Background: an optimization exercise with open tools, aiming at small area and few clock cycles. Do not read the settings as production practice. Power is estimated from default activity; no workload was simulated.

==> inputs of run A <==
==> flow/design.v (excerpt) <==
module krnl_vadd_rtl #( 
  parameter integer  C_S_AXI_CONTROL_DATA_WIDTH = 32,
  parameter integer  C_S_AXI_CONTROL_ADDR_WIDTH = 6,
  parameter integer  C_M_AXI_GMEM_ID_WIDTH = 1,
  parameter integer  C_M_AXI_GMEM_ADDR_WIDTH = 64,
  parameter integer  C_M_AXI_GMEM_DATA_WIDTH = 32
)
(
  input  wire  ap_clk,
  input  wire  ap_rst_n,
  output wire                                 m_axi_gmem_AWVALID,
  input  wire                                 m_axi_gmem_AWREADY,
  output wire [C_M_AXI_GMEM_ADDR_WIDTH-1:0]   m_axi_gmem_AWADDR,
  output wire [C_M_AXI_GMEM_ID_WIDTH - 1:0]   m_axi_gmem_AWID,
  output wire [7:0]                           m_axi_gmem_AWLEN,
  output wire [2:0]                           m_axi_gmem_AWSIZE,
  output wire [1:0]                           m_axi_gmem_AWBURST,
  output wire [1:0]                           m_axi_gmem_AWLOCK,
  output wire [3:0]                           m_axi_gmem_AWCACHE,
  output wire [2:0]                           m_axi_gmem_AWPROT,
  output wire [3:0]                           m_axi_gmem_AWQOS,
  output wire [3:0]                           m_axi_gmem_AWREGION,
  output wire                                 m_axi_gmem_WVALID,
  input  wire                                 m_axi_gmem_WREADY,
  output wire [C_M_AXI_GMEM_DATA_WIDTH-1:0]   m_axi_gmem_WDATA,
  output wire [C_M_AXI_GMEM_DATA_WIDTH/8-1:0] m_axi_gmem_WSTRB,
  output wire                                 m_axi_gmem_WLAST,
  output wire                                 m_axi_gmem_ARVALID,
  input  wire                                 m_axi_gmem_ARREADY,
  output wire [C_M_AXI_GMEM_ADDR_WIDTH-1:0]   m_axi_gmem_ARADDR,
  ...
clock: 8.0 ns
lec_check: 0
cap_margin: 20
core_margin: 2
core_utilization: 40
cts_buf_list: sky130_fd_sc_hd__clkbuf_4 sky130_fd_sc_hd__clkbuf_8
cts_cluster_size: 20
place_density: 0.6
slew_margin: 20
standard.sh (not shown) runs the stock make flow with config.mk's settings and CLKGATE_MAP_FILE= SYNTH_SCRIPT=/design/flow/synth_recipe.tcl, a recipe that flattens the netlist after the stock synthesis.
==> flow/flow/run.sh <==
#!/bin/bash
# Standard layout, with the smallest buffer on every input and output port
# instead of the default port buffer cell.
set -euo pipefail
export BUFFER_PORTS_ARGS="-buffer_cell sky130_fd_sc_hd__buf_1"
bash standard.sh BUFFER_PORTS_ARGS="$BUFFER_PORTS_ARGS" finish > standard_flow.log 2>&1
==> inputs of run Y, as changes to run A <==
--- a/flow/design.v
+++ b/flow/design.v
@@ -1,9 +1,52 @@
 `default_nettype none
+module krnl_vadd_rtl_adder #(
+  parameter integer W = 32
+)
+(
+  input  wire [W-1:0] a,
+  input  wire [W-1:0] b,
+  input  wire         cin,
+  output wire [W-1:0] s,
+  output wire         cout
+);
+logic [W-1:0] p;     
+logic [W-1:0] gp;    
+logic [W-1:0] pp;    
+always_comb begin
+  p  = a ^ b;
+  gp = a & b;
+  pp = p;
+  gp[0] = gp[0] | (p[0] & cin);
+  for (int d = 1; d < W; d = d * 2) begin
+    for (int i = 2 * d - 1; i < W; i = i + 2 * d) begin
+      gp[i] = gp[i] | (pp[i] & gp[i - d]);
+      pp[i] = pp[i] & pp[i - d];
+    end
+  end
+  for (int d = 1 << $clog2(W); d >= 1; d = d / 2) begin
+    for (int i = 3 * d - 1; i < W; i = i + 2 * d) begin
+      gp[i] = gp[i] | (pp[i] & gp[i - d]);
+      pp[i] = pp[i] & pp[i - d];
+    end
+  end
+end
+generate
+  if (W > 1) begin : g_wide
+    assign s = p ^ {gp[W-2:0], cin};
+  end
+  else begin : g_bit
+    assign s = p ^ cin;
+  end
+endgenerate
+assign cout = gp[W-1];
+endmodule
+`default_nettype wire
+`default_nettype none
 `timescale 1ns/1ps
 module krnl_vadd_rtl_control_s_axi
 #(parameter
     C_S_AXI_ADDR_WIDTH = 6,
     C_S_AXI_DATA_WIDTH = 32
 )(
     input  wire                          ACLK,
     input  wire                          ARESET,
@@ -20,18 +63,18 @@
     input  wire [C_S_AXI_ADDR_WIDTH-1:0] ARADDR,
     input  wire                          ARVALID,
     output wire                          ARREADY,
     output reg  [C_S_AXI_DATA_WIDTH-1:0] RDATA,
     output wire [1:0]                    RRESP,
     output wire                          RVALID,
     input  wire                          RREADY,
     output wire                          ap_start_pulse,
+    output wire                          ap_start,
     input  wire                          ap_done,
-    input  wire                          ap_idle,
     output wire [63:0]                   a,
     output wire [63:0]                   b,
     output wire [63:0]                   c,
     output wire [31:0]                   length_r
 );
 localparam
     ADDR_AP_CTRL         = 6'h00,
     ADDR_GIE             = 6'h04,
@@ -41,18 +84,18 @@
     ADDR_A_DATA_1        = 6'h14,
     ADDR_B_DATA_0        = 6'h1c,
     ADDR_B_DATA_1        = 6'h20,
     ADDR_C_DATA_0        = 6'h28,
     ADDR_C_DATA_1        = 6'h2c,
     ADDR_LENGTH_R_DATA_0 = 6'h34;
 reg         bvalid;
 reg         rvalid;
-reg  [5:0]  raddr;
-reg  [3:0]  st;             
+reg  [3:0]  raddr;          
+reg  [1:0]  st;             
 reg         int_ap_start;
 reg         int_ap_done;
 reg         int_auto_restart;
 reg         int_gie;
 reg  [1:0]  int_ier;
 reg  [1:0]  int_isr;
 reg  [63:0] int_a;
 reg  [63:0] int_b;
@@ -64,16 +107,17 @@
 wire        wr0   = wr & WSTRB[0];
 assign AWREADY = wr;
 assign WREADY  = wr;
 assign BRESP   = 2'b00;
 assign BVALID  = bvalid;
 assign ARREADY = ~rvalid & ~ARESET;
 assign RRESP   = 2'b00;
 assign RVALID  = rvalid;
+assign ap_start = int_ap_start;
 assign a        = int_a;
 assign b        = int_b;
 assign c        = int_c;
 assign length_r = int_length_r;
 assign ap_start_pulse = wr0 & (AWADDR == ADDR_AP_CTRL) & WDATA[0] & ~int_ap_start;
 always @(posedge ACLK) begin
     if (ARESET)
         bvalid <= 1'b0;
@@ -87,51 +131,51 @@
         rvalid <= 1'b0;
     else if (ar_hs)
         rvalid <= 1'b1;
     else if (RREADY)
         rvalid <= 1'b0;
 end
 always @(posedge ACLK) begin
     if (ar_hs) begin
-        raddr <= ARADDR;
-        st    <= {ap_done, ap_idle, int_ap_done, int_ap_start};
+        raddr <= (ARADDR[1:0] == 2'b00) ? ARADDR[5:2] : 4'h6;
+        st    <= {int_ap_done | ap_done, ap_done ? int_auto_restart : int_ap_start};
     end
 end
 always @(*) begin
     case (raddr)
-        ADDR_AP_CTRL:         RDATA = {24'd0, int_auto_restart, 3'd0, st};
-        ADDR_GIE:             RDATA = {31'd0, int_gie};
-        ADDR_IER:             RDATA = {30'd0, int_ier};
-        ADDR_ISR:             RDATA = {30'd0, int_isr};
-        ADDR_A_DATA_0:        RDATA = int_a[31:0];
-        ADDR_A_DATA_1:        RDATA = int_a[63:32];
-        ADDR_B_DATA_0:        RDATA = int_b[31:0];
-        ADDR_B_DATA_1:        RDATA = int_b[63:32];
-        ADDR_C_DATA_0:        RDATA = int_c[31:0];
-        ADDR_C_DATA_1:        RDATA = int_c[63:32];
-        ADDR_LENGTH_R_DATA_0: RDATA = int_length_r;
-        default:              RDATA = 32'd0;
+        ADDR_AP_CTRL[5:2]:         RDATA = {24'd0, int_auto_restart, 4'd0, ~st[0], st};
+        ADDR_GIE[5:2]:             RDATA = {31'd0, int_gie};
+        ADDR_IER[5:2]:             RDATA = {30'd0, int_ier};
+        ADDR_ISR[5:2]:             RDATA = {30'd0, int_isr};
+        ADDR_A_DATA_0[5:2]:        RDATA = int_a[31:0];
+        ADDR_A_DATA_1[5:2]:        RDATA = int_a[63:32];
+        ADDR_B_DATA_0[5:2]:        RDATA = int_b[31:0];
+        ADDR_B_DATA_1[5:2]:        RDATA = int_b[63:32];
+        ADDR_C_DATA_0[5:2]:        RDATA = int_c[31:0];
+        ADDR_C_DATA_1[5:2]:        RDATA = int_c[63:32];
+        ADDR_LENGTH_R_DATA_0[5:2]: RDATA = int_length_r;
+        default:                   RDATA = 32'd0;
     endcase
 end
 always @(posedge ACLK) begin
     if (ARESET)
         int_ap_start <= 1'b0;
     else if (ap_start_pulse)
         int_ap_start <= 1'b1;
     else if (ap_done)
         int_ap_start <= int_auto_restart;
 end
 always @(posedge ACLK) begin
     if (ARESET)
         int_ap_done <= 1'b0;
-    else if (ap_done)
-        int_ap_done <= 1'b1;
     else if (ar_hs && ARADDR == ADDR_AP_CTRL)
         int_ap_done <= 1'b0;
+    else if (ap_done)
+        int_ap_done <= 1'b1;
 end
 always @(posedge ACLK) begin
     if (ARESET)
         int_auto_restart <= 1'b0;
     else if (wr0 && AWADDR == ADDR_AP_CTRL)
         int_auto_restart <= WDATA[7];
 end
 always @(posedge ACLK) begin
@@ -249,16 +293,17 @@
   input  wire                                    s_axi_control_BREADY,
   output wire [1:0]                              s_axi_control_BRESP 
 );
 localparam integer LP_LOG_BURST = 1;
 localparam integer LP_BURST     = 1 << LP_LOG_BURST;
 localparam integer LP_BI_W      = (LP_LOG_BURST > 0) ? LP_LOG_BURST : 1;
 logic        areset;
 logic        ap_start_pulse;
+logic        ap_start;
 logic        ap_done;
 logic        running;
 logic [63:0] a;
 logic [63:0] b;
 logic [63:0] c;
 logic [31:0] length_r;
 logic [15:0] lm1;
 assign m_axi_gmem_AWID     = {C_M_AXI_GMEM_ID_WIDTH{1'b0}};
@@ -274,19 +319,17 @@
 assign m_axi_gmem_ARBURST  = 2'b01;
 assign m_axi_gmem_ARLOCK   = 2'b00;
 assign m_axi_gmem_ARCACHE  = 4'b0011;
 assign m_axi_gmem_ARPROT   = 3'b000;
 assign m_axi_gmem_ARQOS    = 4'b0000;
 assign m_axi_gmem_ARREGION = 4'b0000;
 assign m_axi_gmem_WSTRB    = {C_M_AXI_GMEM_DATA_WIDTH/8{1'b1}};
 assign m_axi_gmem_BREADY   = 1'b1;
-always @(posedge ap_clk) begin
-  areset <= ~ap_rst_n;
-end
+assign areset = ~ap_rst_n;
 krnl_vadd_rtl_control_s_axi #(
   .C_S_AXI_ADDR_WIDTH( C_S_AXI_CONTROL_ADDR_WIDTH ),
   .C_S_AXI_DATA_WIDTH( C_S_AXI_CONTROL_DATA_WIDTH )
 )
 inst_krnl_vadd_control_s_axi (
   .ACLK           ( ap_clk                ),
   .ARESET         ( areset                ),
   .AWADDR         ( s_axi_control_AWADDR  ),
@@ -302,56 +345,56 @@
   .ARADDR         ( s_axi_control_ARADDR  ),
   .ARVALID        ( s_axi_control_ARVALID ),
   .ARREADY        ( s_axi_control_ARREADY ),
   .RDATA          ( s_axi_control_RDATA   ),
   .RRESP          ( s_axi_control_RRESP   ),
   .RVALID         ( s_axi_control_RVALID  ),
   .RREADY         ( s_axi_control_RREADY  ),
   .ap_start_pulse ( ap_start_pulse        ),
+  .ap_start       ( ap_start              ),
   .ap_done        ( ap_done               ),
-  .ap_idle        ( ~running              ),
   .a              ( a                     ),
   .b              ( b                     ),
   .c              ( c                     ),
   .length_r       ( length_r              )
 );
 assign lm1 = length_r[15:0] - 1'b1;
-always @(posedge ap_clk) begin
-  if (areset)
-    running <= 1'b0;
-  else if (ap_start_pulse)
-    running <= 1'b1;
-  else if (ap_done)
-    running <= 1'b0;
-end
-logic [15:0] ar_off;      
+assign running = ap_start;
+logic [15:1] ar_off;      
 logic        ar_sel;      
 logic        ar_done;
 logic        ar_last;
 logic        arxfer;
-assign ar_last = (ar_off >> LP_LOG_BURST) == (lm1 >> LP_LOG_BURST);
+assign ar_last = (ar_off[15:1] == lm1[15:1]);
 assign m_axi_gmem_ARVALID = running & ~ar_done;
 logic [63:0] ar_base;
-logic [18:0] ar_lo;
+logic [17:3] ar_lo;
+logic        ar_lo_c;
+logic [63:18] ar_hi;
 assign ar_base = ar_sel ? b : a;
-assign ar_lo = {1'b0, ar_base[17:0]} + {1'b0, ar_off, 2'b00};
-assign m_axi_gmem_ARADDR  = {ar_base[63:18] + ar_lo[18], ar_lo[17:0]};
-assign m_axi_gmem_ARLEN   = ar_last ? 8'(lm1 & (LP_BURST - 1)) : 8'(LP_BURST - 1);
+krnl_vadd_rtl_adder #(.W(15)) inst_ar_lo_add (
+  .a(ar_base[17:3]), .b(ar_off), .cin(1'b0), .s(ar_lo), .cout(ar_lo_c)
+);
+krnl_vadd_rtl_adder #(.W(46)) inst_ar_hi_inc (
+  .a(ar_base[63:18]), .b(46'd0), .cin(ar_lo_c), .s(ar_hi), .cout()
+);
+assign m_axi_gmem_ARADDR  = {ar_hi, ar_lo, ar_base[2:0]};
+assign m_axi_gmem_ARLEN   = {7'd0, ~ar_last | lm1[0]};
 assign arxfer = m_axi_gmem_ARVALID & m_axi_gmem_ARREADY;
 always @(posedge ap_clk) begin
   if (ap_start_pulse) begin
-    ar_off  <= 16'd0;
+    ar_off  <= 15'd0;
     ar_sel  <= 1'b0;
     ar_done <= 1'b0;
   end
   else if (arxfer) begin
     ar_sel <= ~ar_sel;
     if (ar_sel) begin
-      ar_off  <= ar_off + LP_BURST;
+      ar_off  <= ar_off + 1'b1;
       ar_done <= ar_last;
     end
   end
 end
 logic                               r_phase;    
 logic [LP_BI_W-1:0]                 r_beat;
 logic [C_M_AXI_GMEM_DATA_WIDTH-1:0] abuf [LP_BURST];
 logic                               rxfer;
@@ -380,37 +423,48 @@
 always @(posedge ap_clk) begin
   if (areset)
     w_valid <= 1'b0;
   else if (rxfer & r_phase)
     w_valid <= 1'b1;
   else if (m_axi_gmem_WREADY)
     w_valid <= 1'b0;
 end
+logic [C_M_AXI_GMEM_DATA_WIDTH-1:0] sum;
+krnl_vadd_rtl_adder #(.W(C_M_AXI_GMEM_DATA_WIDTH)) inst_adder (
+  .a(abuf[r_beat]), .b(m_axi_gmem_RDATA), .cin(1'b0), .s(sum), .cout()
+);
 always @(posedge ap_clk) begin
-  if (rxfer & r_phase) w_data <= abuf[r_beat] + m_axi_gmem_RDATA;
+  if (rxfer & r_phase) w_data <= sum;
 end
 assign m_axi_gmem_WVALID = w_valid;
 assign m_axi_gmem_WDATA  = w_data;
 logic [15:0] w_cnt;
 assign m_axi_gmem_WLAST = (&w_cnt[7:0]) | (w_cnt == lm1);
 always @(posedge ap_clk) begin
   if (ap_start_pulse)
     w_cnt <= 16'd0;
   else if (m_axi_gmem_WVALID & m_axi_gmem_WREADY)
     w_cnt <= w_cnt + 1'b1;
 end
 logic [7:0] aw_idx;
 logic       aw_done;
 logic       aw_last;
 assign aw_last = (aw_idx == lm1[15:8]);
 assign m_axi_gmem_AWVALID = running & ~aw_done;
-logic [8:0] aw_mid;
-assign aw_mid = {1'b0, c[17:10]} + {1'b0, aw_idx};
-assign m_axi_gmem_AWADDR  = {c[63:18] + aw_mid[8], aw_mid[7:0], c[9:0]};
+logic [17:10] aw_mid;
+logic         aw_mid_c;
+logic [63:18] aw_hi;
+krnl_vadd_rtl_adder #(.W(8)) inst_aw_mid_add (
+  .a(c[17:10]), .b(aw_idx), .cin(1'b0), .s(aw_mid), .cout(aw_mid_c)
+);
+krnl_vadd_rtl_adder #(.W(46)) inst_aw_hi_inc (
+  .a(c[63:18]), .b(46'd0), .cin(aw_mid_c), .s(aw_hi), .cout()
+);
+assign m_axi_gmem_AWADDR  = {aw_hi, aw_mid, c[9:0]};
 assign m_axi_gmem_AWLEN   = aw_last ? lm1[7:0] : 8'hff;
 always @(posedge ap_clk) begin
   if (ap_start_pulse) begin
     aw_idx  <= 8'd0;
     aw_done <= 1'b0;
   end
   else if (m_axi_gmem_AWVALID & m_axi_gmem_AWREADY) begin
     aw_idx  <= aw_idx + 1'b1;
==> flow/flow/run.sh (replaced) <==
#!/bin/bash
# Standard layout, with the smallest buffer on every input and output port
# instead of the default port buffer cell, and one tie cell per constant
# value instead of one per constant output.
set -euo pipefail
export BUFFER_PORTS_ARGS="-buffer_cell sky130_fd_sc_hd__buf_1"
export SKIP_REPAIR_TIE_FANOUT=1
bash standard.sh BUFFER_PORTS_ARGS="$BUFFER_PORTS_ARGS" SKIP_REPAIR_TIE_FANOUT=1 finish > standard_flow.log 2>&1
- CORE_UTILIZATION: 40 -> 60
- CTS_BUF_LIST: sky130_fd_sc_hd__clkbuf_4 sky130_fd_sc_hd__clkbuf_8 -> sky130_fd_sc_hd__clkbuf_16
- CTS_CLUSTER_DIAMETER: not set -> 100
- CTS_CLUSTER_SIZE: 20 -> 28
- PLACE_DENSITY: 0.6 -> 0.75
==> inputs of run B, as changes to run A <==
- CORE_UTILIZATION: 40 -> 60
- CTS_BUF_LIST: sky130_fd_sc_hd__clkbuf_4 sky130_fd_sc_hd__clkbuf_8 -> sky130_fd_sc_hd__clkbuf_16
- CTS_CLUSTER_DIAMETER: not set -> 100
- CTS_CLUSTER_SIZE: 20 -> 30
- PLACE_DENSITY: 0.6 -> 0.75
==> run_summary.xml <==
<?xml version="1.0" encoding="UTF-8"?>
<metrics>
  <group name="synthesis">
    <metric name="ys_types" unit="">73</metric>
    <metric name="yosys_warnings" unit="">2</metric>
  </group>
  <group name="worst_setup_path">
    <metric name="timing.critical_path.depth" unit="">21</metric>
    <metric name="worst_path_largest_cell_delay" unit="ns">0.51</metric>
  </group>
  <group name="grt">
    <metric name="grtUsageMet1" unit="%">30.2</metric>
  </group>
  <group name="floorplanning">
    <metric name="tap_cells" unit="">688</metric>
    <metric name="start_util" unit="%">40.6</metric>
  </group>
  <group name="clocking">
    <metric name="post_cts.resized_instances" unit="">4</metric>
  </group>
  <group name="pwr">
    <metric name="p_clk_share" unit="%">36.2</metric>
    <metric name="power_switching_share" unit="%">27.9</metric>
  </group>
  <group name="final_layout">
    <metric name="area.growth.synth_to_final" unit="%">13.9</metric>
  </group>
  <group name="routing">
    <metric name="route.final.wire_length" unit="mm">65.2</metric>
    <metric name="routed_length_on_met2" unit="mm">30.0</metric>
  </group>
  <group name="sta">
    <metric name="achievable-frequency" unit="GHz">0.131</metric>
  </group>
  <group name="outcome">
    <metric name="status" unit="">no timing/DRC/antenna violations</metric>
  </group>
</metrics>
-- figures above: run A

==> run_summary.xml <==
<?xml version="1.0" encoding="UTF-8"?>
<metrics>
  <group name="pwr">
    <metric name="power_switching_share" unit="%">28.0</metric>
    <metric name="p_clk_share" unit="%">24.6</metric>
  </group>
  <group name="clocking">
    <metric name="post_cts.resized_instances" unit="">5</metric>
  </group>
  <group name="outcome">
    <metric name="status" unit="">no timing/DRC/antenna violations</metric>
  </group>
  <group name="floorplanning">
    <metric name="start_util" unit="%">60.6</metric>
    <metric name="tap_cells" unit="">455</metric>
  </group>
  <group name="routing">
    <metric name="route.final.wire_length" unit="mm">52.8</metric>
    <metric name="routed_length_on_met2" unit="mm">24.3</metric>
  </group>
  <group name="sta">
    <metric name="achievable-frequency" unit="GHz">0.128</metric>
  </group>
  <group name="synthesis">
    <metric name="yosys_warnings" unit="">6</metric>
  </group>
  <group name="worst_setup_path">
    <metric name="worst_path_largest_cell_delay" unit="ns">0.51</metric>
  </group>
  <group name="final_layout">
    <metric name="area.growth.synth_to_final" unit="%">8.48</metric>
  </group>
</metrics>
-- figures above: run Y

==> run_summary.xml <==
<?xml version="1.0" encoding="UTF-8"?>
<metrics>
  <group name="synthesis">
    <metric name="yosys_warnings" unit="">2</metric>
    <metric name="ys_types" unit="">73</metric>
    <metric name="synth_cells" unit="">1847</metric>
  </group>
  <group name="clocking">
    <metric name="worst_skew_pair.late_latency" unit="ns">0.53</metric>
    <metric name="post_cts.resized_instances" unit="">0</metric>
  </group>
  <group name="outcome">
    <metric name="status" unit="">no timing/DRC/antenna violations</metric>
  </group>
  <group name="worst_setup_path">
    <metric name="critical_path.cell_chain" unit="">mux2_2 &gt; ha_1 &gt; a21o_1 &gt; a21o_1 &gt; a21oi_1 &gt; o21ai_1 &gt; a211oi_1 &gt; o41ai_2 &gt; a21oi_1 &gt; o21bai_1 &gt; ha_1 &gt; ha_1 &gt; inv_1 &gt; a211oi_1 &gt; nand2_1 &gt; or4_1 &gt; nor2_1 &gt; nand2_1 &gt; xor2_1 &gt; buf_1</metric>
    <metric name="worst_path_largest_cell_delay" unit="ns">0.54</metric>
    <metric name="timing.critical_path.depth" unit="">20</metric>
  </group>
  <group name="pwr">
    <metric name="p_clk_share" unit="%">24.0</metric>
    <metric name="pwr_density_cell" unit="mW/mm²">185</metric>
    <metric name="power_switching_share" unit="%">27.6</metric>
  </group>
  <group name="floorplanning">
    <metric name="start_util" unit="%">60.5</metric>
    <metric name="tap_cells" unit="">461</metric>
  </group>
  <group name="final_layout">
    <metric name="area.growth.synth_to_final" unit="%">8.51</metric>
    <metric name="num-fill-cells" unit="">2731</metric>
  </group>
  <group name="sta">
    <metric name="final_hold_viol_count" unit="">0</metric>
    <metric name="fin_tns_setup" unit="ns">0</metric>
    <metric name="achievable-frequency" unit="GHz">0.133</metric>
  </group>
  <group name="routing">
    <metric name="routed_length_on_met2" unit="mm">27.2</metric>
    <metric name="route.final.wire_length" unit="mm">58.5</metric>
  </group>
  <group name="grt">
    <metric name="grtUsageMet1" unit="%">42.1</metric>
  </group>
</metrics>
-- figures above: run B

No run of this note included a check of the RTL's function; only the layout flow was run.

port drivers added, routing unchanged:
In the flow no input, the clock included, has a driving cell. The finished layouts below were timed again as built, in two steps.
Step 1: set_driving_cell puts a clkbuf_16 on ap_clk and a buf_2 on each other input, an assumption about the parent block.
Step 2 also shifts input and output timing later by t, the mid clock arrival at the registers, as if the neighbouring blocks saw the same clock.
a / b / c = ideal / step 1 / step 2; a / b = the first two.
| run | t, ns | slack for setup (ns) | latest minus earliest clock arrival (ns) | worst register clock-pin slew, ns |
|---|---|---|---|---|
| run A | 0.709 | 0.376 / 0.312 / 1.021 | 0.026 / 0.026 | 0.07 / 0.07 |
| run Y | 0.576 | 0.162 / 0.110 / 0.686 | 0.026 / 0.026 | 0.11 / 0.11 |
| run B | 0.573 | 0.464 / 0.411 / 0.984 | 0.016 / 0.016 | 0.12 / 0.12 |
After both steps setup and hold are still met in every run listed.
